What follows belongs to an exercise in optimizing a design on an open flow for small area and a short achievable clock period; a production flow would make more cautious choices.
For this run, only the layout was checked, not whether the RTL still works.
No activity file was given, so power comes from the tool's default toggle rates.

--- flow/config.mk ---
export PLATFORM = sky130hd
export DESIGN_NAME = FIR_Top
export DESIGN_NICKNAME = FIR_Top
export VERILOG_FILES = /design/flow/design.v
export SDC_FILE = /design/flow/constraint.sdc
export NUM_CORES = 4
export LEC_CHECK = 0
export CAP_MARGIN = 20
export CORE_MARGIN = 2
export CORE_UTILIZATION = 40
export SETUP_SLACK_MARGIN = 3.5
export SLEW_MARGIN = 20
--- flow/constraint.sdc ---
create_clock -name core_clock -period 9.5 [get_ports {clk}]
set_input_delay 1.9000 -clock core_clock [delete_from_list [all_inputs] [get_ports {clk}]]
set_output_delay 1.9000 -clock core_clock [all_outputs]
set_load 0.01 [all_outputs]
--- flow/run.sh ---
#!/bin/bash
# synth_recipe.tcl (not shown) runs the flow's synth.tcl, then flattens the netlist and writes it again
# the make line also repeats each setting of config.mk as NAME=value (left out here)
make -C /OpenROAD-flow-scripts/flow DESIGN_CONFIG=/design/flow/config.mk WORK_HOME=/design/flow/orfs CLKGATE_MAP_FILE= SYNTH_SCRIPT=/design/flow/synth_recipe.tcl finish
--- flow/design.v ---
`timescale 1ns/1ps
module half_adder(input a,b,output sum,carry);
  assign sum = a ^ b;
  assign carry = a & b;
endmodule
`timescale 1ns/1ps
module full_adder( output sum,carry, input a,b,c);
  wire w1, w2, w3;
  half_adder HA1(.a(a), .b(b), .sum(w1), .carry(w2));
  half_adder HA2(.a(w1), .b(c), .sum(sum), .carry(w3));
  or or1(carry, w2, w3);
endmodule
`timescale 1ns/1ps
module RCA_16bit(output cout, output [15:0] sum, input [15:0] a, b);
    wire [14:0] c;
    full_adder F0(.a(a[0]), .b(b[0]), .c(1'b0), .sum(sum[0]), .carry(c[0]));
    full_adder F1(.a(a[1]), .b(b[1]), .c(c[0]), .sum(sum[1]), .carry(c[1]));
    full_adder F2(.a(a[2]), .b(b[2]), .c(c[1]), .sum(sum[2]), .carry(c[2]));
    full_adder F3(.a(a[3]), .b(b[3]), .c(c[2]), .sum(sum[3]), .carry(c[3]));
    full_adder F4(.a(a[4]), .b(b[4]), .c(c[3]), .sum(sum[4]), .carry(c[4]));
    full_adder F5(.a(a[5]), .b(b[5]), .c(c[4]), .sum(sum[5]), .carry(c[5]));
    full_adder F6(.a(a[6]), .b(b[6]), .c(c[5]), .sum(sum[6]), .carry(c[6]));
    full_adder F7(.a(a[7]), .b(b[7]), .c(c[6]), .sum(sum[7]), .carry(c[7]));
    full_adder F8(.a(a[8]), .b(b[8]), .c(c[7]), .sum(sum[8]), .carry(c[8]));
    full_adder F9(.a(a[9]), .b(b[9]), .c(c[8]), .sum(sum[9]), .carry(c[9]));
    full_adder F10(.a(a[10]), .b(b[10]), .c(c[9]), .sum(sum[10]), .carry(c[10]));
    full_adder F11(.a(a[11]), .b(b[11]), .c(c[10]), .sum(sum[11]), .carry(c[11]));
    full_adder F12(.a(a[12]), .b(b[12]), .c(c[11]), .sum(sum[12]), .carry(c[12]));
    full_adder F13(.a(a[13]), .b(b[13]), .c(c[12]), .sum(sum[13]), .carry(c[13]));
    full_adder F14(.a(a[14]), .b(b[14]), .c(c[13]), .sum(sum[14]), .carry(c[14]));
    full_adder F15(.a(a[15]), .b(b[15]), .c(c[14]), .sum(sum[15]), .carry(cout));
endmodule
`timescale 1ns/1ps
module d_ff(input clk,input [15:0]d,output reg [15:0]q);
  always@(posedge clk)
      q<=d;       
endmodule         
`timescale 1ns / 1ps
module Braun_Multiplier(
    input [7:0] a, b,
    output [15:0] p
);
    wire [15:0] sum_0, sum_1, sum_2, sum_3, sum_4, sum_5, sum_6, sum_7;
    wire [7:0] partial_product[7:0];
    genvar i, j;
    generate
        for (i = 0; i < 8; i = i + 1) begin
            for (j = 0; j < 8; j = j + 1) begin
                assign partial_product[i][j] = a[i] & b[j];   
            end
        end
    endgenerate
    assign sum_0 = {8'b0, partial_product[0]};
    assign sum_1 = {partial_product[1], 1'b0} + sum_0;
    assign sum_2 = {partial_product[2], 2'b0} + sum_1;
    assign sum_3 = {partial_product[3], 3'b0} + sum_2;
    assign sum_4 = {partial_product[4], 4'b0} + sum_3;
    assign sum_5 = {partial_product[5], 5'b0} + sum_4;
    assign sum_6 = {partial_product[6], 6'b0} + sum_5;
    assign sum_7 = {partial_product[7], 7'b0} + sum_6;
    assign p = sum_7;
endmodule
module FIR_Top(input clk, input [7:0] Xin, H0, H1, H2, output reg [15:0] Yout);
  reg [15:0] Q1;
  reg [15:0] Q2;
  wire a1 = Xin[0] & H2[0];
  wire a2 = Xin[0] & H2[1];
  wire a3 = Xin[0] & H2[2];
  wire a4 = Xin[0] & H2[3];
  wire a5 = Xin[0] & H2[4];
  wire a6 = Xin[0] & H2[5];
  wire a7 = Xin[0] & H2[6];
  wire a8 = Xin[0] & H2[7];
  wire a9 = Xin[1] & H2[0];
  wire a10 = Xin[1] & H2[1];
  wire a11 = Xin[1] & H2[2];
  wire a12 = Xin[1] & H2[3];
  wire a13 = Xin[1] & H2[4];
  wire a14 = Xin[1] & H2[5];
  wire a15 = Xin[1] & H2[6];
  wire a16 = Xin[1] & H2[7];
  wire a17 = Xin[2] & H2[0];
  wire a18 = Xin[2] & H2[1];
  wire a19 = Xin[2] & H2[2];
  wire a20 = Xin[2] & H2[3];
  wire a21 = Xin[2] & H2[4];
  wire a22 = Xin[2] & H2[5];
  wire a23 = Xin[2] & H2[6];
  wire a24 = Xin[2] & H2[7];
  wire a25 = Xin[3] & H2[0];
  wire a26 = Xin[3] & H2[1];
  wire a27 = Xin[3] & H2[2];
  wire a28 = Xin[3] & H2[3];
  wire a29 = Xin[3] & H2[4];
  wire a30 = Xin[3] & H2[5];
  wire a31 = Xin[3] & H2[6];
  wire a32 = Xin[3] & H2[7];
  wire a33 = Xin[4] & H2[0];
  wire a34 = Xin[4] & H2[1];
  wire a35 = Xin[4] & H2[2];
  wire a36 = Xin[4] & H2[3];
  wire a37 = Xin[4] & H2[4];
  wire a38 = Xin[4] & H2[5];
  wire a39 = Xin[4] & H2[6];
  wire a40 = Xin[4] & H2[7];
  wire a41 = Xin[5] & H2[0];
  wire a42 = Xin[5] & H2[1];
  wire a43 = Xin[5] & H2[2];
  wire a44 = Xin[5] & H2[3];
  wire a45 = Xin[5] & H2[4];
  wire a46 = Xin[5] & H2[5];
  wire a47 = Xin[5] & H2[6];
  wire a48 = Xin[5] & H2[7];
  wire a49 = Xin[6] & H2[0];
  wire a50 = Xin[6] & H2[1];
  wire a51 = Xin[6] & H2[2];
  wire a52 = Xin[6] & H2[3];
  wire a53 = Xin[6] & H2[4];
  wire a54 = Xin[6] & H2[5];
  wire a55 = Xin[6] & H2[6];
  wire a56 = Xin[6] & H2[7];
  wire a57 = Xin[7] & H2[0];
  wire a58 = Xin[7] & H2[1];
  wire a59 = Xin[7] & H2[2];
  wire a60 = Xin[7] & H2[3];
  wire a61 = Xin[7] & H2[4];
  wire a62 = Xin[7] & H2[5];
  wire a63 = Xin[7] & H2[6];
  wire a64 = Xin[7] & H2[7];
  wire s65 = a7 ^ a14;
  wire c66 = a7 & a14;
  wire s67 = a8 ^ a15 ^ a22;
  wire c68 = (a8 & a15) | (a22 & (a8 ^ a15));
  wire s69 = a29 ^ a36;
  wire c70 = a29 & a36;
  wire s71 = a16 ^ a23 ^ a30;
  wire c72 = (a16 & a23) | (a30 & (a16 ^ a23));
  wire s73 = a37 ^ a44;
  wire c74 = a37 & a44;
  wire s75 = a24 ^ a31 ^ a38;
  wire c76 = (a24 & a31) | (a38 & (a24 ^ a31));
  wire s77 = a5 ^ a12;
  wire c78 = a5 & a12;
  wire s79 = a6 ^ a13 ^ a20;
  wire c80 = (a6 & a13) | (a20 & (a6 ^ a13));
  wire s81 = a27 ^ a34;
  wire c82 = a27 & a34;
  wire s83 = a21 ^ a28 ^ a35;
  wire c84 = (a21 & a28) | (a35 & (a21 ^ a28));
  wire s85 = a42 ^ a49 ^ s65;
  wire c86 = (a42 & a49) | (s65 & (a42 ^ a49));
  wire s87 = a43 ^ a50 ^ a57;
  wire c88 = (a43 & a50) | (a57 & (a43 ^ a50));
  wire s89 = c66 ^ s69 ^ s67;
  wire c90 = (c66 & s69) | (s67 & (c66 ^ s69));
  wire s91 = a51 ^ a58 ^ c70;
  wire c92 = (a51 & a58) | (c70 & (a51 ^ a58));
  wire s93 = s73 ^ c68 ^ s71;
  wire c94 = (s73 & c68) | (s71 & (s73 ^ c68));
  wire s95 = a45 ^ a52 ^ a59;
  wire c96 = (a45 & a52) | (a59 & (a45 ^ a52));
  wire s97 = c74 ^ c72 ^ s75;
  wire c98 = (c74 & c72) | (s75 & (c74 ^ c72));
  wire s99 = a32 ^ a39 ^ a46;
  wire c100 = (a32 & a39) | (a46 & (a32 ^ a39));
  wire s101 = a53 ^ a60 ^ c76;
  wire c102 = (a53 & a60) | (c76 & (a53 ^ a60));
  wire s103 = a40 ^ a47 ^ a54;
  wire c104 = (a40 & a47) | (a54 & (a40 ^ a47));
  wire s105 = a4 ^ a11;
  wire c106 = a4 & a11;
  wire s107 = a19 ^ a26 ^ a33;
  wire c108 = (a19 & a26) | (a33 & (a19 ^ a26));
  wire s109 = a41 ^ c78 ^ s81;
  wire c110 = (a41 & c78) | (s81 & (a41 ^ c78));
  wire s111 = c82 ^ c80 ^ s83;
  wire c112 = (c82 & c80) | (s83 & (c82 ^ c80));
  wire s113 = c84 ^ s87 ^ c86;
  wire c114 = (c84 & s87) | (c86 & (c84 ^ s87));
  wire s115 = c88 ^ s91 ^ c90;
  wire c116 = (c88 & s91) | (c90 & (c88 ^ s91));
  wire s117 = s95 ^ c92 ^ c94;
  wire c118 = (s95 & c92) | (c94 & (s95 ^ c92));
  wire s119 = c96 ^ s99 ^ c98;
  wire c120 = (c96 & s99) | (c98 & (c96 ^ s99));
  wire s121 = a61 ^ c100 ^ s103;
  wire c122 = (a61 & c100) | (s103 & (a61 ^ c100));
  wire s123 = a48 ^ a55 ^ a62;
  wire c124 = (a48 & a55) | (a62 & (a48 ^ a55));
  wire s125 = a3 ^ a10;
  wire c126 = a3 & a10;
  wire s127 = a18 ^ a25 ^ s105;
  wire c128 = (a18 & a25) | (s105 & (a18 ^ a25));
  wire s129 = c106 ^ s77 ^ s107;
  wire c130 = (c106 & s77) | (s107 & (c106 ^ s77));
  wire s131 = c108 ^ s79 ^ s109;
  wire c132 = (c108 & s79) | (s109 & (c108 ^ s79));
  wire s133 = c110 ^ s85 ^ s111;
  wire c134 = (c110 & s85) | (s111 & (c110 ^ s85));
  wire s135 = c112 ^ s89 ^ s113;
  wire c136 = (c112 & s89) | (s113 & (c112 ^ s89));
  wire s137 = s93 ^ c114 ^ s115;
  wire c138 = (s93 & c114) | (s115 & (s93 ^ c114));
  wire s139 = s97 ^ c116 ^ s117;
  wire c140 = (s97 & c116) | (s117 & (s97 ^ c116));
  wire s141 = s101 ^ c118 ^ s119;
  wire c142 = (s101 & c118) | (s119 & (s101 ^ c118));
  wire s143 = c102 ^ s121 ^ c120;
  wire c144 = (c102 & s121) | (c120 & (c102 ^ s121));
  wire s145 = c104 ^ s123 ^ c122;
  wire c146 = (c104 & s123) | (c122 & (c104 ^ s123));
  wire s147 = a56 ^ a63 ^ c124;
  wire c148 = (a56 & a63) | (c124 & (a56 ^ a63));
  wire p149 = a2 ^ a9;
  wire g150 = a2 & a9;
  wire p151 = s125 ^ a17;
  wire g152 = s125 & a17;
  wire p153 = c126 ^ s127;
  wire g154 = c126 & s127;
  wire p155 = c128 ^ s129;
  wire g156 = c128 & s129;
  wire p157 = c130 ^ s131;
  wire g158 = c130 & s131;
  wire p159 = c132 ^ s133;
  wire g160 = c132 & s133;
  wire p161 = c134 ^ s135;
  wire g162 = c134 & s135;
  wire p163 = c136 ^ s137;
  wire g164 = c136 & s137;
  wire p165 = c138 ^ s139;
  wire g166 = c138 & s139;
  wire p167 = c140 ^ s141;
  wire g168 = c140 & s141;
  wire p169 = c142 ^ s143;
  wire g170 = c142 & s143;
  wire p171 = c144 ^ s145;
  wire g172 = c144 & s145;
  wire p173 = c146 ^ s147;
  wire g174 = c146 & s147;
  wire p175 = c148 ^ a64;
  wire g176 = c148 & a64;
  wire G177 = g150 | (p149 & 1'b0);
  wire P178 = p149 & a1;
  wire G179 = g154 | (p153 & g152);
  wire P180 = p153 & p151;
  wire G181 = g158 | (p157 & g156);
  wire P182 = p157 & p155;
  wire G183 = g162 | (p161 & g160);
  wire P184 = p161 & p159;
  wire G185 = g166 | (p165 & g164);
  wire P186 = p165 & p163;
  wire G187 = g170 | (p169 & g168);
  wire P188 = p169 & p167;
  wire G189 = g174 | (p173 & g172);
  wire P190 = p173 & p171;
  wire G191 = 1'b0 | (1'b0 & g176);
  wire P192 = 1'b0 & p175;
  wire G193 = g152 | (p151 & G177);
  wire P194 = p151 & P178;
  wire G195 = G179 | (P180 & G177);
  wire P196 = P180 & P178;
  wire G197 = g160 | (p159 & G181);
  wire P198 = p159 & P182;
  wire G199 = G183 | (P184 & G181);
  wire P200 = P184 & P182;
  wire G201 = g168 | (p167 & G185);
  wire P202 = p167 & P186;
  wire G203 = G187 | (P188 & G185);
  wire P204 = P188 & P186;
  wire G205 = g176 | (p175 & G189);
  wire P206 = p175 & P190;
  wire G207 = G191 | (P192 & G189);
  wire P208 = P192 & P190;
  wire G209 = g156 | (p155 & G195);
  wire P210 = p155 & P196;
  wire G211 = G181 | (P182 & G195);
  wire P212 = P182 & P196;
  wire G213 = G197 | (P198 & G195);
  wire P214 = P198 & P196;
  wire G215 = G199 | (P200 & G195);
  wire P216 = P200 & P196;
  wire G217 = g172 | (p171 & G203);
  wire P218 = p171 & P204;
  wire G219 = G189 | (P190 & G203);
  wire P220 = P190 & P204;
  wire G221 = G205 | (P206 & G203);
  wire P222 = P206 & P204;
  wire G223 = G207 | (P208 & G203);
  wire P224 = P208 & P204;
  wire G225 = g164 | (p163 & G215);
  wire P226 = p163 & P216;
  wire G227 = G185 | (P186 & G215);
  wire P228 = P186 & P216;
  wire G229 = G201 | (P202 & G215);
  wire P230 = P202 & P216;
  wire G231 = G203 | (P204 & G215);
  wire P232 = P204 & P216;
  wire G233 = G217 | (P218 & G215);
  wire P234 = P218 & P216;
  wire G235 = G219 | (P220 & G215);
  wire P236 = P220 & P216;
  wire G237 = G221 | (P222 & G215);
  wire P238 = P222 & P216;
  wire G239 = G223 | (P224 & G215);
  wire P240 = P224 & P216;
  wire y241 = p151 ^ G177;
  wire y242 = p153 ^ G193;
  wire y243 = p155 ^ G195;
  wire y244 = p157 ^ G209;
  wire y245 = p159 ^ G211;
  wire y246 = p161 ^ G213;
  wire y247 = p163 ^ G215;
  wire y248 = p165 ^ G225;
  wire y249 = p167 ^ G227;
  wire y250 = p169 ^ G229;
  wire y251 = p171 ^ G231;
  wire y252 = p173 ^ G233;
  wire y253 = p175 ^ G235;
  wire y254 = 1'b0 ^ G237;
  wire a255 = Xin[0] & H1[0];
  wire a256 = Xin[0] & H1[1];
  wire a257 = Xin[0] & H1[2];
  wire a258 = Xin[0] & H1[3];
  wire a259 = Xin[0] & H1[4];
  wire a260 = Xin[0] & H1[5];
  wire a261 = Xin[0] & H1[6];
  wire a262 = Xin[0] & H1[7];
  wire a263 = Xin[1] & H1[0];
  wire a264 = Xin[1] & H1[1];
  wire a265 = Xin[1] & H1[2];
  wire a266 = Xin[1] & H1[3];
  wire a267 = Xin[1] & H1[4];
  wire a268 = Xin[1] & H1[5];
  wire a269 = Xin[1] & H1[6];
  wire a270 = Xin[1] & H1[7];
  wire a271 = Xin[2] & H1[0];
  wire a272 = Xin[2] & H1[1];
  wire a273 = Xin[2] & H1[2];
  wire a274 = Xin[2] & H1[3];
  wire a275 = Xin[2] & H1[4];
  wire a276 = Xin[2] & H1[5];
  wire a277 = Xin[2] & H1[6];
  wire a278 = Xin[2] & H1[7];
  wire a279 = Xin[3] & H1[0];
  wire a280 = Xin[3] & H1[1];
  wire a281 = Xin[3] & H1[2];
  wire a282 = Xin[3] & H1[3];
  wire a283 = Xin[3] & H1[4];
  wire a284 = Xin[3] & H1[5];
  wire a285 = Xin[3] & H1[6];
  wire a286 = Xin[3] & H1[7];
  wire a287 = Xin[4] & H1[0];
  wire a288 = Xin[4] & H1[1];
  wire a289 = Xin[4] & H1[2];
  wire a290 = Xin[4] & H1[3];
  wire a291 = Xin[4] & H1[4];
  wire a292 = Xin[4] & H1[5];
  wire a293 = Xin[4] & H1[6];
  wire a294 = Xin[4] & H1[7];
  wire a295 = Xin[5] & H1[0];
  wire a296 = Xin[5] & H1[1];
  wire a297 = Xin[5] & H1[2];
  wire a298 = Xin[5] & H1[3];
  wire a299 = Xin[5] & H1[4];
  wire a300 = Xin[5] & H1[5];
  wire a301 = Xin[5] & H1[6];
  wire a302 = Xin[5] & H1[7];
  wire a303 = Xin[6] & H1[0];
  wire a304 = Xin[6] & H1[1];
  wire a305 = Xin[6] & H1[2];
  wire a306 = Xin[6] & H1[3];
  wire a307 = Xin[6] & H1[4];
  wire a308 = Xin[6] & H1[5];
  wire a309 = Xin[6] & H1[6];
  wire a310 = Xin[6] & H1[7];
  wire a311 = Xin[7] & H1[0];
  wire a312 = Xin[7] & H1[1];
  wire a313 = Xin[7] & H1[2];
  wire a314 = Xin[7] & H1[3];
  wire a315 = Xin[7] & H1[4];
  wire a316 = Xin[7] & H1[5];
  wire a317 = Xin[7] & H1[6];
  wire a318 = Xin[7] & H1[7];
  wire s319 = Q1[5] ^ a260;
  wire c320 = Q1[5] & a260;
  wire s321 = Q1[6] ^ a261 ^ a268;
  wire c322 = (Q1[6] & a261) | (a268 & (Q1[6] ^ a261));
  wire s323 = a275 ^ a282;
  wire c324 = a275 & a282;
  wire s325 = Q1[7] ^ a262 ^ a269;
  wire c326 = (Q1[7] & a262) | (a269 & (Q1[7] ^ a262));
  wire s327 = a276 ^ a283 ^ a290;
  wire c328 = (a276 & a283) | (a290 & (a276 ^ a283));
  wire s329 = a297 ^ a304;
  wire c330 = a297 & a304;
  wire s331 = Q1[8] ^ a270 ^ a277;
  wire c332 = (Q1[8] & a270) | (a277 & (Q1[8] ^ a270));
  wire s333 = a284 ^ a291 ^ a298;
  wire c334 = (a284 & a291) | (a298 & (a284 ^ a291));
  wire s335 = a305 ^ a312;
  wire c336 = a305 & a312;
  wire s337 = Q1[9] ^ a278 ^ a285;
  wire c338 = (Q1[9] & a278) | (a285 & (Q1[9] ^ a278));
  wire s339 = a292 ^ a299 ^ a306;
  wire c340 = (a292 & a299) | (a306 & (a292 ^ a299));
  wire s341 = Q1[10] ^ a286 ^ a293;
  wire c342 = (Q1[10] & a286) | (a293 & (Q1[10] ^ a286));
  wire s343 = Q1[3] ^ a258;
  wire c344 = Q1[3] & a258;
  wire s345 = Q1[4] ^ a259 ^ a266;
  wire c346 = (Q1[4] & a259) | (a266 & (Q1[4] ^ a259));
  wire s347 = a273 ^ a280;
  wire c348 = a273 & a280;
  wire s349 = a267 ^ a274 ^ a281;
  wire c350 = (a267 & a274) | (a281 & (a267 ^ a274));
  wire s351 = a288 ^ a295 ^ s319;
  wire c352 = (a288 & a295) | (s319 & (a288 ^ a295));
  wire s353 = a289 ^ a296 ^ a303;
  wire c354 = (a289 & a296) | (a303 & (a289 ^ a296));
  wire s355 = c320 ^ s323 ^ s321;
  wire c356 = (c320 & s323) | (s321 & (c320 ^ s323));
  wire s357 = a311 ^ c324 ^ s329;
  wire c358 = (a311 & c324) | (s329 & (a311 ^ c324));
  wire s359 = c322 ^ s325 ^ s327;
  wire c360 = (c322 & s325) | (s327 & (c322 ^ s325));
  wire s361 = c330 ^ s335 ^ c326;
  wire c362 = (c330 & s335) | (c326 & (c330 ^ s335));
  wire s363 = c328 ^ s331 ^ s333;
  wire c364 = (c328 & s331) | (s333 & (c328 ^ s331));
  wire s365 = a313 ^ c336 ^ c332;
  wire c366 = (a313 & c336) | (c332 & (a313 ^ c336));
  wire s367 = c334 ^ s337 ^ s339;
  wire c368 = (c334 & s337) | (s339 & (c334 ^ s337));
  wire s369 = a300 ^ a307 ^ a314;
  wire c370 = (a300 & a307) | (a314 & (a300 ^ a307));
  wire s371 = c338 ^ c340 ^ s341;
  wire c372 = (c338 & c340) | (s341 & (c338 ^ c340));
  wire s373 = Q1[11] ^ a294 ^ a301;
  wire c374 = (Q1[11] & a294) | (a301 & (Q1[11] ^ a294));
  wire s375 = a308 ^ a315 ^ c342;
  wire c376 = (a308 & a315) | (c342 & (a308 ^ a315));
  wire s377 = Q1[12] ^ a302 ^ a309;
  wire c378 = (Q1[12] & a302) | (a309 & (Q1[12] ^ a302));
  wire s379 = Q1[2] ^ a257;
  wire c380 = Q1[2] & a257;
  wire s381 = a265 ^ a272 ^ a279;
  wire c382 = (a265 & a272) | (a279 & (a265 ^ a272));
  wire s383 = a287 ^ c344 ^ s347;
  wire c384 = (a287 & c344) | (s347 & (a287 ^ c344));
  wire s385 = c348 ^ c346 ^ s349;
  wire c386 = (c348 & c346) | (s349 & (c348 ^ c346));
  wire s387 = c350 ^ s353 ^ c352;
  wire c388 = (c350 & s353) | (c352 & (c350 ^ s353));
  wire s389 = c354 ^ s357 ^ c356;
  wire c390 = (c354 & s357) | (c356 & (c354 ^ s357));
  wire s391 = c358 ^ c360 ^ s361;
  wire c392 = (c358 & c360) | (s361 & (c358 ^ c360));
  wire s393 = c362 ^ c364 ^ s365;
  wire c394 = (c362 & c364) | (s365 & (c362 ^ c364));
  wire s395 = s369 ^ c366 ^ c368;
  wire c396 = (s369 & c366) | (c368 & (s369 ^ c366));
  wire s397 = c370 ^ s373 ^ c372;
  wire c398 = (c370 & s373) | (c372 & (c370 ^ s373));
  wire s399 = a316 ^ c374 ^ s377;
  wire c400 = (a316 & c374) | (s377 & (a316 ^ c374));
  wire s401 = Q1[13] ^ a310 ^ a317;
  wire c402 = (Q1[13] & a310) | (a317 & (Q1[13] ^ a310));
  wire s403 = Q1[1] ^ a256;
  wire c404 = Q1[1] & a256;
  wire s405 = a264 ^ a271 ^ s379;
  wire c406 = (a264 & a271) | (s379 & (a264 ^ a271));
  wire s407 = c380 ^ s343 ^ s381;
  wire c408 = (c380 & s343) | (s381 & (c380 ^ s343));
  wire s409 = c382 ^ s345 ^ s383;
  wire c410 = (c382 & s345) | (s383 & (c382 ^ s345));
  wire s411 = c384 ^ s351 ^ s385;
  wire c412 = (c384 & s351) | (s385 & (c384 ^ s351));
  wire s413 = c386 ^ s355 ^ s387;
  wire c414 = (c386 & s355) | (s387 & (c386 ^ s355));
  wire s415 = s359 ^ c388 ^ s389;
  wire c416 = (s359 & c388) | (s389 & (s359 ^ c388));
  wire s417 = s363 ^ c390 ^ s391;
  wire c418 = (s363 & c390) | (s391 & (s363 ^ c390));
  wire s419 = s367 ^ c392 ^ s393;
  wire c420 = (s367 & c392) | (s393 & (s367 ^ c392));
  wire s421 = s371 ^ c394 ^ s395;
  wire c422 = (s371 & c394) | (s395 & (s371 ^ c394));
  wire s423 = s375 ^ c396 ^ s397;
  wire c424 = (s375 & c396) | (s397 & (s375 ^ c396));
  wire s425 = c376 ^ s399 ^ c398;
  wire c426 = (c376 & s399) | (c398 & (c376 ^ s399));
  wire s427 = c378 ^ s401 ^ c400;
  wire c428 = (c378 & s401) | (c400 & (c378 ^ s401));
  wire s429 = Q1[14] ^ a318 ^ c402;
  wire c430 = (Q1[14] & a318) | (c402 & (Q1[14] ^ a318));
  wire p431 = Q1[0] ^ a255;
  wire g432 = Q1[0] & a255;
  wire p433 = s403 ^ a263;
  wire g434 = s403 & a263;
  wire p435 = c404 ^ s405;
  wire g436 = c404 & s405;
  wire p437 = c406 ^ s407;
  wire g438 = c406 & s407;
  wire p439 = c408 ^ s409;
  wire g440 = c408 & s409;
  wire p441 = c410 ^ s411;
  wire g442 = c410 & s411;
  wire p443 = c412 ^ s413;
  wire g444 = c412 & s413;
  wire p445 = c414 ^ s415;
  wire g446 = c414 & s415;
  wire p447 = c416 ^ s417;
  wire g448 = c416 & s417;
  wire p449 = c418 ^ s419;
  wire g450 = c418 & s419;
  wire p451 = c420 ^ s421;
  wire g452 = c420 & s421;
  wire p453 = c422 ^ s423;
  wire g454 = c422 & s423;
  wire p455 = c424 ^ s425;
  wire g456 = c424 & s425;
  wire p457 = c426 ^ s427;
  wire g458 = c426 & s427;
  wire p459 = c428 ^ s429;
  wire g460 = c428 & s429;
  wire p461 = c430 ^ Q1[15];
  wire g462 = c430 & Q1[15];
  wire G463 = g434 | (p433 & g432);
  wire P464 = p433 & p431;
  wire G465 = g438 | (p437 & g436);
  wire P466 = p437 & p435;
  wire G467 = g442 | (p441 & g440);
  wire P468 = p441 & p439;
  wire G469 = g446 | (p445 & g444);
  wire P470 = p445 & p443;
  wire G471 = g450 | (p449 & g448);
  wire P472 = p449 & p447;
  wire G473 = g454 | (p453 & g452);
  wire P474 = p453 & p451;
  wire G475 = g458 | (p457 & g456);
  wire P476 = p457 & p455;
  wire G477 = g462 | (p461 & g460);
  wire P478 = p461 & p459;
  wire G479 = g436 | (p435 & G463);
  wire P480 = p435 & P464;
  wire G481 = G465 | (P466 & G463);
  wire P482 = P466 & P464;
  wire G483 = g444 | (p443 & G467);
  wire P484 = p443 & P468;
  wire G485 = G469 | (P470 & G467);
  wire P486 = P470 & P468;
  wire G487 = g452 | (p451 & G471);
  wire P488 = p451 & P472;
  wire G489 = G473 | (P474 & G471);
  wire P490 = P474 & P472;
  wire G491 = g460 | (p459 & G475);
  wire P492 = p459 & P476;
  wire G493 = G477 | (P478 & G475);
  wire P494 = P478 & P476;
  wire G495 = g440 | (p439 & G481);
  wire P496 = p439 & P482;
  wire G497 = G467 | (P468 & G481);
  wire P498 = P468 & P482;
  wire G499 = G483 | (P484 & G481);
  wire P500 = P484 & P482;
  wire G501 = G485 | (P486 & G481);
  wire P502 = P486 & P482;
  wire G503 = g456 | (p455 & G489);
  wire P504 = p455 & P490;
  wire G505 = G475 | (P476 & G489);
  wire P506 = P476 & P490;
  wire G507 = G491 | (P492 & G489);
  wire P508 = P492 & P490;
  wire G509 = G493 | (P494 & G489);
  wire P510 = P494 & P490;
  wire G511 = g448 | (p447 & G501);
  wire P512 = p447 & P502;
  wire G513 = G471 | (P472 & G501);
  wire P514 = P472 & P502;
  wire G515 = G487 | (P488 & G501);
  wire P516 = P488 & P502;
  wire G517 = G489 | (P490 & G501);
  wire P518 = P490 & P502;
  wire G519 = G503 | (P504 & G501);
  wire P520 = P504 & P502;
  wire G521 = G505 | (P506 & G501);
  wire P522 = P506 & P502;
  wire G523 = G507 | (P508 & G501);
  wire P524 = P508 & P502;
  wire G525 = G509 | (P510 & G501);
  wire P526 = P510 & P502;
  wire y527 = p433 ^ g432;
  wire y528 = p435 ^ G463;
  wire y529 = p437 ^ G479;
  wire y530 = p439 ^ G481;
  wire y531 = p441 ^ G495;
  wire y532 = p443 ^ G497;
  wire y533 = p445 ^ G499;
  wire y534 = p447 ^ G501;
  wire y535 = p449 ^ G511;
  wire y536 = p451 ^ G513;
  wire y537 = p453 ^ G515;
  wire y538 = p455 ^ G517;
  wire y539 = p457 ^ G519;
  wire y540 = p459 ^ G521;
  wire y541 = p461 ^ G523;
  wire a542 = Xin[0] & H0[0];
  wire a543 = Xin[0] & H0[1];
  wire a544 = Xin[0] & H0[2];
  wire a545 = Xin[0] & H0[3];
  wire a546 = Xin[0] & H0[4];
  wire a547 = Xin[0] & H0[5];
  wire a548 = Xin[0] & H0[6];
  wire a549 = Xin[0] & H0[7];
  wire a550 = Xin[1] & H0[0];
  wire a551 = Xin[1] & H0[1];
  wire a552 = Xin[1] & H0[2];
  wire a553 = Xin[1] & H0[3];
  wire a554 = Xin[1] & H0[4];
  wire a555 = Xin[1] & H0[5];
  wire a556 = Xin[1] & H0[6];
  wire a557 = Xin[1] & H0[7];
  wire a558 = Xin[2] & H0[0];
  wire a559 = Xin[2] & H0[1];
  wire a560 = Xin[2] & H0[2];
  wire a561 = Xin[2] & H0[3];
  wire a562 = Xin[2] & H0[4];
  wire a563 = Xin[2] & H0[5];
  wire a564 = Xin[2] & H0[6];
  wire a565 = Xin[2] & H0[7];
  wire a566 = Xin[3] & H0[0];
  wire a567 = Xin[3] & H0[1];
  wire a568 = Xin[3] & H0[2];
  wire a569 = Xin[3] & H0[3];
  wire a570 = Xin[3] & H0[4];
  wire a571 = Xin[3] & H0[5];
  wire a572 = Xin[3] & H0[6];
  wire a573 = Xin[3] & H0[7];
  wire a574 = Xin[4] & H0[0];
  wire a575 = Xin[4] & H0[1];
  wire a576 = Xin[4] & H0[2];
  wire a577 = Xin[4] & H0[3];
  wire a578 = Xin[4] & H0[4];
  wire a579 = Xin[4] & H0[5];
  wire a580 = Xin[4] & H0[6];
  wire a581 = Xin[4] & H0[7];
  wire a582 = Xin[5] & H0[0];
  wire a583 = Xin[5] & H0[1];
  wire a584 = Xin[5] & H0[2];
  wire a585 = Xin[5] & H0[3];
  wire a586 = Xin[5] & H0[4];
  wire a587 = Xin[5] & H0[5];
  wire a588 = Xin[5] & H0[6];
  wire a589 = Xin[5] & H0[7];
  wire a590 = Xin[6] & H0[0];
  wire a591 = Xin[6] & H0[1];
  wire a592 = Xin[6] & H0[2];
  wire a593 = Xin[6] & H0[3];
  wire a594 = Xin[6] & H0[4];
  wire a595 = Xin[6] & H0[5];
  wire a596 = Xin[6] & H0[6];
  wire a597 = Xin[6] & H0[7];
  wire a598 = Xin[7] & H0[0];
  wire a599 = Xin[7] & H0[1];
  wire a600 = Xin[7] & H0[2];
  wire a601 = Xin[7] & H0[3];
  wire a602 = Xin[7] & H0[4];
  wire a603 = Xin[7] & H0[5];
  wire a604 = Xin[7] & H0[6];
  wire a605 = Xin[7] & H0[7];
  wire s606 = Q2[5] ^ a547;
  wire c607 = Q2[5] & a547;
  wire s608 = Q2[6] ^ a548 ^ a555;
  wire c609 = (Q2[6] & a548) | (a555 & (Q2[6] ^ a548));
  wire s610 = a562 ^ a569;
  wire c611 = a562 & a569;
  wire s612 = Q2[7] ^ a549 ^ a556;
  wire c613 = (Q2[7] & a549) | (a556 & (Q2[7] ^ a549));
  wire s614 = a563 ^ a570 ^ a577;
  wire c615 = (a563 & a570) | (a577 & (a563 ^ a570));
  wire s616 = a584 ^ a591;
  wire c617 = a584 & a591;
  wire s618 = Q2[8] ^ a557 ^ a564;
  wire c619 = (Q2[8] & a557) | (a564 & (Q2[8] ^ a557));
  wire s620 = a571 ^ a578 ^ a585;
  wire c621 = (a571 & a578) | (a585 & (a571 ^ a578));
  wire s622 = a592 ^ a599;
  wire c623 = a592 & a599;
  wire s624 = Q2[9] ^ a565 ^ a572;
  wire c625 = (Q2[9] & a565) | (a572 & (Q2[9] ^ a565));
  wire s626 = a579 ^ a586 ^ a593;
  wire c627 = (a579 & a586) | (a593 & (a579 ^ a586));
  wire s628 = Q2[10] ^ a573 ^ a580;
  wire c629 = (Q2[10] & a573) | (a580 & (Q2[10] ^ a573));
  wire s630 = Q2[3] ^ a545;
  wire c631 = Q2[3] & a545;
  wire s632 = Q2[4] ^ a546 ^ a553;
  wire c633 = (Q2[4] & a546) | (a553 & (Q2[4] ^ a546));
  wire s634 = a560 ^ a567;
  wire c635 = a560 & a567;
  wire s636 = a554 ^ a561 ^ a568;
  wire c637 = (a554 & a561) | (a568 & (a554 ^ a561));
  wire s638 = a575 ^ a582 ^ s606;
  wire c639 = (a575 & a582) | (s606 & (a575 ^ a582));
  wire s640 = a576 ^ a583 ^ a590;
  wire c641 = (a576 & a583) | (a590 & (a576 ^ a583));
  wire s642 = c607 ^ s610 ^ s608;
  wire c643 = (c607 & s610) | (s608 & (c607 ^ s610));
  wire s644 = a598 ^ c611 ^ s616;
  wire c645 = (a598 & c611) | (s616 & (a598 ^ c611));
  wire s646 = c609 ^ s612 ^ s614;
  wire c647 = (c609 & s612) | (s614 & (c609 ^ s612));
  wire s648 = c617 ^ s622 ^ c613;
  wire c649 = (c617 & s622) | (c613 & (c617 ^ s622));
  wire s650 = c615 ^ s618 ^ s620;
  wire c651 = (c615 & s618) | (s620 & (c615 ^ s618));
  wire s652 = a600 ^ c623 ^ c619;
  wire c653 = (a600 & c623) | (c619 & (a600 ^ c623));
  wire s654 = c621 ^ s624 ^ s626;
  wire c655 = (c621 & s624) | (s626 & (c621 ^ s624));
  wire s656 = a587 ^ a594 ^ a601;
  wire c657 = (a587 & a594) | (a601 & (a587 ^ a594));
  wire s658 = c625 ^ c627 ^ s628;
  wire c659 = (c625 & c627) | (s628 & (c625 ^ c627));
  wire s660 = Q2[11] ^ a581 ^ a588;
  wire c661 = (Q2[11] & a581) | (a588 & (Q2[11] ^ a581));
  wire s662 = a595 ^ a602 ^ c629;
  wire c663 = (a595 & a602) | (c629 & (a595 ^ a602));
  wire s664 = Q2[12] ^ a589 ^ a596;
  wire c665 = (Q2[12] & a589) | (a596 & (Q2[12] ^ a589));
  wire s666 = Q2[2] ^ a544;
  wire c667 = Q2[2] & a544;
  wire s668 = a552 ^ a559 ^ a566;
  wire c669 = (a552 & a559) | (a566 & (a552 ^ a559));
  wire s670 = a574 ^ c631 ^ s634;
  wire c671 = (a574 & c631) | (s634 & (a574 ^ c631));
  wire s672 = c635 ^ c633 ^ s636;
  wire c673 = (c635 & c633) | (s636 & (c635 ^ c633));
  wire s674 = c637 ^ s640 ^ c639;
  wire c675 = (c637 & s640) | (c639 & (c637 ^ s640));
  wire s676 = c641 ^ s644 ^ c643;
  wire c677 = (c641 & s644) | (c643 & (c641 ^ s644));
  wire s678 = c645 ^ c647 ^ s648;
  wire c679 = (c645 & c647) | (s648 & (c645 ^ c647));
  wire s680 = c649 ^ c651 ^ s652;
  wire c681 = (c649 & c651) | (s652 & (c649 ^ c651));
  wire s682 = s656 ^ c653 ^ c655;
  wire c683 = (s656 & c653) | (c655 & (s656 ^ c653));
  wire s684 = c657 ^ s660 ^ c659;
  wire c685 = (c657 & s660) | (c659 & (c657 ^ s660));
  wire s686 = a603 ^ c661 ^ s664;
  wire c687 = (a603 & c661) | (s664 & (a603 ^ c661));
  wire s688 = Q2[13] ^ a597 ^ a604;
  wire c689 = (Q2[13] & a597) | (a604 & (Q2[13] ^ a597));
  wire s690 = Q2[1] ^ a543;
  wire c691 = Q2[1] & a543;
  wire s692 = a551 ^ a558 ^ s666;
  wire c693 = (a551 & a558) | (s666 & (a551 ^ a558));
  wire s694 = c667 ^ s630 ^ s668;
  wire c695 = (c667 & s630) | (s668 & (c667 ^ s630));
  wire s696 = c669 ^ s632 ^ s670;
  wire c697 = (c669 & s632) | (s670 & (c669 ^ s632));
  wire s698 = c671 ^ s638 ^ s672;
  wire c699 = (c671 & s638) | (s672 & (c671 ^ s638));
  wire s700 = c673 ^ s642 ^ s674;
  wire c701 = (c673 & s642) | (s674 & (c673 ^ s642));
  wire s702 = s646 ^ c675 ^ s676;
  wire c703 = (s646 & c675) | (s676 & (s646 ^ c675));
  wire s704 = s650 ^ c677 ^ s678;
  wire c705 = (s650 & c677) | (s678 & (s650 ^ c677));
  wire s706 = s654 ^ c679 ^ s680;
  wire c707 = (s654 & c679) | (s680 & (s654 ^ c679));
  wire s708 = s658 ^ c681 ^ s682;
  wire c709 = (s658 & c681) | (s682 & (s658 ^ c681));
  wire s710 = s662 ^ c683 ^ s684;
  wire c711 = (s662 & c683) | (s684 & (s662 ^ c683));
  wire s712 = c663 ^ s686 ^ c685;
  wire c713 = (c663 & s686) | (c685 & (c663 ^ s686));
  wire s714 = c665 ^ s688 ^ c687;
  wire c715 = (c665 & s688) | (c687 & (c665 ^ s688));
  wire s716 = Q2[14] ^ a605 ^ c689;
  wire c717 = (Q2[14] & a605) | (c689 & (Q2[14] ^ a605));
  wire p718 = Q2[0] ^ a542;
  wire g719 = Q2[0] & a542;
  wire p720 = s690 ^ a550;
  wire g721 = s690 & a550;
  wire p722 = c691 ^ s692;
  wire g723 = c691 & s692;
  wire p724 = c693 ^ s694;
  wire g725 = c693 & s694;
  wire p726 = c695 ^ s696;
  wire g727 = c695 & s696;
  wire p728 = c697 ^ s698;
  wire g729 = c697 & s698;
  wire p730 = c699 ^ s700;
  wire g731 = c699 & s700;
  wire p732 = c701 ^ s702;
  wire g733 = c701 & s702;
  wire p734 = c703 ^ s704;
  wire g735 = c703 & s704;
  wire p736 = c705 ^ s706;
  wire g737 = c705 & s706;
  wire p738 = c707 ^ s708;
  wire g739 = c707 & s708;
  wire p740 = c709 ^ s710;
  wire g741 = c709 & s710;
  wire p742 = c711 ^ s712;
  wire g743 = c711 & s712;
  wire p744 = c713 ^ s714;
  wire g745 = c713 & s714;
  wire p746 = c715 ^ s716;
  wire g747 = c715 & s716;
  wire p748 = c717 ^ Q2[15];
  wire g749 = c717 & Q2[15];
  wire G750 = g721 | (p720 & g719);
  wire P751 = p720 & p718;
  wire G752 = g725 | (p724 & g723);
  wire P753 = p724 & p722;
  wire G754 = g729 | (p728 & g727);
  wire P755 = p728 & p726;
  wire G756 = g733 | (p732 & g731);
  wire P757 = p732 & p730;
  wire G758 = g737 | (p736 & g735);
  wire P759 = p736 & p734;
  wire G760 = g741 | (p740 & g739);
  wire P761 = p740 & p738;
  wire G762 = g745 | (p744 & g743);
  wire P763 = p744 & p742;
  wire G764 = g749 | (p748 & g747);
  wire P765 = p748 & p746;
  wire G766 = g723 | (p722 & G750);
  wire P767 = p722 & P751;
  wire G768 = G752 | (P753 & G750);
  wire P769 = P753 & P751;
  wire G770 = g731 | (p730 & G754);
  wire P771 = p730 & P755;
  wire G772 = G756 | (P757 & G754);
  wire P773 = P757 & P755;
  wire G774 = g739 | (p738 & G758);
  wire P775 = p738 & P759;
  wire G776 = G760 | (P761 & G758);
  wire P777 = P761 & P759;
  wire G778 = g747 | (p746 & G762);
  wire P779 = p746 & P763;
  wire G780 = G764 | (P765 & G762);
  wire P781 = P765 & P763;
  wire G782 = g727 | (p726 & G768);
  wire P783 = p726 & P769;
  wire G784 = G754 | (P755 & G768);
  wire P785 = P755 & P769;
  wire G786 = G770 | (P771 & G768);
  wire P787 = P771 & P769;
  wire G788 = G772 | (P773 & G768);
  wire P789 = P773 & P769;
  wire G790 = g743 | (p742 & G776);
  wire P791 = p742 & P777;
  wire G792 = G762 | (P763 & G776);
  wire P793 = P763 & P777;
  wire G794 = G778 | (P779 & G776);
  wire P795 = P779 & P777;
  wire G796 = G780 | (P781 & G776);
  wire P797 = P781 & P777;
  wire G798 = g735 | (p734 & G788);
  wire P799 = p734 & P789;
  wire G800 = G758 | (P759 & G788);
  wire P801 = P759 & P789;
  wire G802 = G774 | (P775 & G788);
  wire P803 = P775 & P789;
  wire G804 = G776 | (P777 & G788);
  wire P805 = P777 & P789;
  wire G806 = G790 | (P791 & G788);
  wire P807 = P791 & P789;
  wire G808 = G792 | (P793 & G788);
  wire P809 = P793 & P789;
  wire G810 = G794 | (P795 & G788);
  wire P811 = P795 & P789;
  wire G812 = G796 | (P797 & G788);
  wire P813 = P797 & P789;
  wire y814 = p720 ^ g719;
  wire y815 = p722 ^ G750;
  wire y816 = p724 ^ G766;
  wire y817 = p726 ^ G768;
  wire y818 = p728 ^ G782;
  wire y819 = p730 ^ G784;
  wire y820 = p732 ^ G786;
  wire y821 = p734 ^ G788;
  wire y822 = p736 ^ G798;
  wire y823 = p738 ^ G800;
  wire y824 = p740 ^ G802;
  wire y825 = p742 ^ G804;
  wire y826 = p744 ^ G806;
  wire y827 = p746 ^ G808;
  wire y828 = p748 ^ G810;
  always @(posedge clk) begin
    Q1 <= {y254, y253, y252, y251, y250, y249, y248, y247, y246, y245, y244, y243, y242, y241, p149, a1};
    Q2 <= {y541, y540, y539, y538, y537, y536, y535, y534, y533, y532, y531, y530, y529, y528, y527, p431};
    Yout <= {y828, y827, y826, y825, y824, y823, y822, y821, y820, y819, y818, y817, y816, y815, y814, p718};
  end
endmodule
==> results.yml <==
drt:
  drt_iter0_markers: 218
  wl_met2_microns: 7589
  num_vias: 5166
  vias_per_cell: 4.828
  detail_route.first_pass.iterations: 4
  highest_layer: "met4"
  drt-total-wl_microns: 15250
  dr_wl_met3_microns: 640
  wl_met1_microns: 6854
  drc: 0
  ant_nets: 0
  wl_per_cell_microns: 14.25
synth:
  synth-seq-area-share: 0.1325
  synth.avg_cell_area_sq_um: 9.120
  syn_inst: 795
  synth_edf_count: 0
  ys_ff_latch: 48
  synth_warnings: 1
  synth_ff_type: "dfxtp_1"
  synthDistinctLibCells: 42
  netlist_area_sq_um: 7251
  syn_nets: 1035
  postSynth.asyncResetShare: 0
flow_run:
  drv_cap: 0
placement:
  dp_hpwl_microns: 11630
  gp_congestion: 0.8001
  io_buffer_count: 48
clock_tree:
  cts_tree: "done"
  clkTransAtPathRegs_ns: 0.07
  htree_levels: 2
  insertion_delay_ns: 0.31
  ctsLongestPathBuffers: 2
  cts-buffers-inserted: 5
  cts_sinks: 48
  cts_root_buf: "clkbuf_16"
power_and_ir_drop:
  netSwitchingPower_mw: 1.314
  ir_drop_v: 0.0002304
  p_leak_nw: 4.145
  clkPwrFrac: 0.074
  intPower_mw: 1.484
  combPwrFrac: 0.793
  power_density_nw_per_um2: 335.4
  p_seq_frac: 0.133
  switching_share: 0.4696
global_route:
  grt_pass1_vias: 5533
  grt_pass1_wl_microns: 26370
  antenna_found_initial: 0
  gr-total-overflow: 0
  grtUsageTotal: 0.1687
  grt_start_max_net_pins: 25
sta:
  setup_tns_ns: 0
  rsz0062_at_grt: "no"
  max_slew_margin: 0.6701
  finalHoldViolCount: 0
  fin_crit_sh: 0.6115
  fmax_mhz: 172.2
  fin_crit_ns: 5.809
  setup-violations-final: 0
  final_max_slew_viol_count: 0
  fin_skew_ns: 0.003999
  worst_pin_slew_ns: 0.4948
worst_setup_path:
  arrival_ns: 6.01
  cp_max_fo: 8
  crit_chain: "clkdlybuf4s50_1 -> and2_1 -> ha_1 -> inv_1 -> fa_1 -> fa_1 -> fa_1 -> inv_1 -> ha_1 -> nor2_1 -> nor4b_1 -> a221oi_2 -> nor2_1 -> a31o_1 -> a22o_1"
  path_class: "in -> reg"
  cp_slowest_cell: "clkdlybuf4s50_1"
  critPathRequiredTime_ns: 9.70
  end_kind: "register"
  crit_path_frequent_cell: "fa_1"
  start_kind: "input port"
  crit_path_max_incr_delay_ns: 0.55
layout:
  synthToLayoutAreaGrowth_pct: 15.06
  nNetsFinal: 1082
  fin_util: 0.4660
  drive_gt1_frac: 0.03686
  diodes: 0
floorplan:
  die_area_sq_um: 19220
  coreArea_sq_um: 17900
  die_w_microns: 138.6
  start_util: 0.4050
  num_rows: 49
  die_h_microns: 138.6
  ioPinCount: 49
worst_hold_path:
  hp-class: "reg -> reg"
outcome:
  outcome: "complete, no violations"
worst paths after layout:
path	startpoint	endpoint	slack [ns]	cells after the start
hold reg to reg	Q2[0]	Yout[0]	0.46	1
hold / removal	Q2[0]	Yout[0]	0.46	1
setup / recovery	H1[1]	Q2[15]	3.69	15
setup reg to reg	Q1[8]	Q2[15]	5.54	13
area by class of cell:
| class | instances | area, sq um |
|---|---|---|
| clock inverter | 1 | 30.03 |
| inverter | 184 | 690.7 |
| timing repair buffer | 60 | 713.2 |
| clock buffer | 5 | 125.1 |
| fill | 1778 | 9559 |
| tap | 229 | 286.5 |
| multi-input combinational | 543 | 5537 |
| sequential | 48 | 960.9 |
metrics by stage:
stage                     setup WS (ns)  cells  hold slack (ns)  power (mW)  cell area, sq um
after global routing              3.481   1070           0.4869       3.189              8343
after CTS                         3.503   1064           0.4653       2.780              8163
after global placement            2.685   1057           0.4473       2.494              7980
after detailed placement          2.559   1057           0.4504       2.538              7980
final                             3.691   1070           0.4635       2.798              8343
after floorplan                   3.755    795           0.4324       2.061              7251
cells in the mapped netlist (3+ instances only):
master | n | area (sq um)
dfxtp_1 | 48 | 960.9
xor2_1 | 15 | 131.4
nand3_1 | 7 | 35.03
o21bai_1 | 5 | 37.54
fa_1 | 142 | 2843
nor3_1 | 5 | 25.02
clkbuf_1 | 20 | 75.07
or2_2 | 3 | 18.77
inv_1 | 184 | 690.7
nor2_1 | 14 | 52.55
o21ai_0 | 5 | 25.02
and2_1 | 85 | 531.8
xnor2_1 | 13 | 113.9
nand2_1 | 121 | 454.2
a21o_1 | 7 | 52.55
a21oi_1 | 25 | 125.1
o21a_1 | 3 | 22.52
ha_1 | 65 | 813.3
kinds of logic after synthesis:
group | after synthesis | synth area share
flops | 48 | 0.1325
fa+ha+maj | 207 | 0.5042
xor+xnor | 28 | 0.03382
buf+inv | 204 | 0.1056
compound gates | 62 | 0.05833
simple gates | 246 | 0.1655
what timing repair did:
item                                    4_1_cts  5_1_grt
pin swaps                                     2        2
buffers inserted                              1        2
gates cloned                                  0        4
hold buffers                                  0        0
endpoints found under the setup margin       22       10
resized for setup                            17       34
hold endpoints to repair                      0        0
flip-flops by register name, summed over array words and instances (netlist names):
signal / flops
Q1: 16
Q2: 16
Yout: 16
layout by cell type (no fill, tap or decap), types with 2 or more instances in the layout:
master and instances:
dlymetal6s2s_1 16, and2_1 85, o21a_1 3, or2_2 3, nand4b_1 2, clkbuf_16 9
buf_4 4, nor2_1 14, nand3_1 7, a21o_1 7, buf_2 2, clkdlybuf4s50_1 26
o221ai_1 2, inv_1 184, dlygate4sd2_1 2, fa_1 142, buf_12 4, or4_1 2
xnor2_1 13, dfxtp_1 48, nand2_1 121, o21bai_1 5, ha_1 65, a21oi_1 25
o21ai_0 4, xor2_1 15, nor3_1 4
per-layer routing:
metal / GRT usage / vias up
met5: 0 / -
met4: 0.03615 / 0
met3: 0.02175 / 10
met2: 0.2895 / 95
met1: 0.2308 / 2598
li1: - / 2463
critical path: cells and delay by family:
kind	cells	cell delay (ns)
AOI/OAI and AO/OA	3	0.75
buffers and inverters	3	0.67
and+or+nand+nor	4	0.70
adders and majority gates	5	1.98
power by group through the flow:
stage	Sequential, mW	Combinational [mW]	Clock [mW]
5_1_grt	0.383	2.58	0.225
3_3_place_gp	0.375	2.12	0
4_1_cts	0.374	2.19	0.215
3_5_place_dp	0.378	2.16	0
2_1_floorplan	0.388	1.67	0
6_report	0.371	2.22	0.208

## static timing again, ports no longer ideal
The flow's constraints put no driver on any port. The routed layout listed below was extracted and timed again, unchanged, in two steps. Step 1: set_driving_cell puts a clkbuf_16 on clk and a buf_2 on each other input, an assumption about the parent block. Step 2, shift: input delay + t, output delay - t, t = (earliest + latest rising clock arrival at the registers) / 2. This alone moves slack from input paths to output paths. Slacks: ideal / step 1 / step 2; pairs: ideal / step 1.
t, ns: 0.345
setup WS [ns]: 3.691 / 3.710 / 3.365
latest minus earliest clock arrival (ns): 0.004 / 0.004
After both steps setup and hold are still met in this run. The setup slack of this run moves by +0.019 ns with the drivers and by -0.326 ns with both steps.
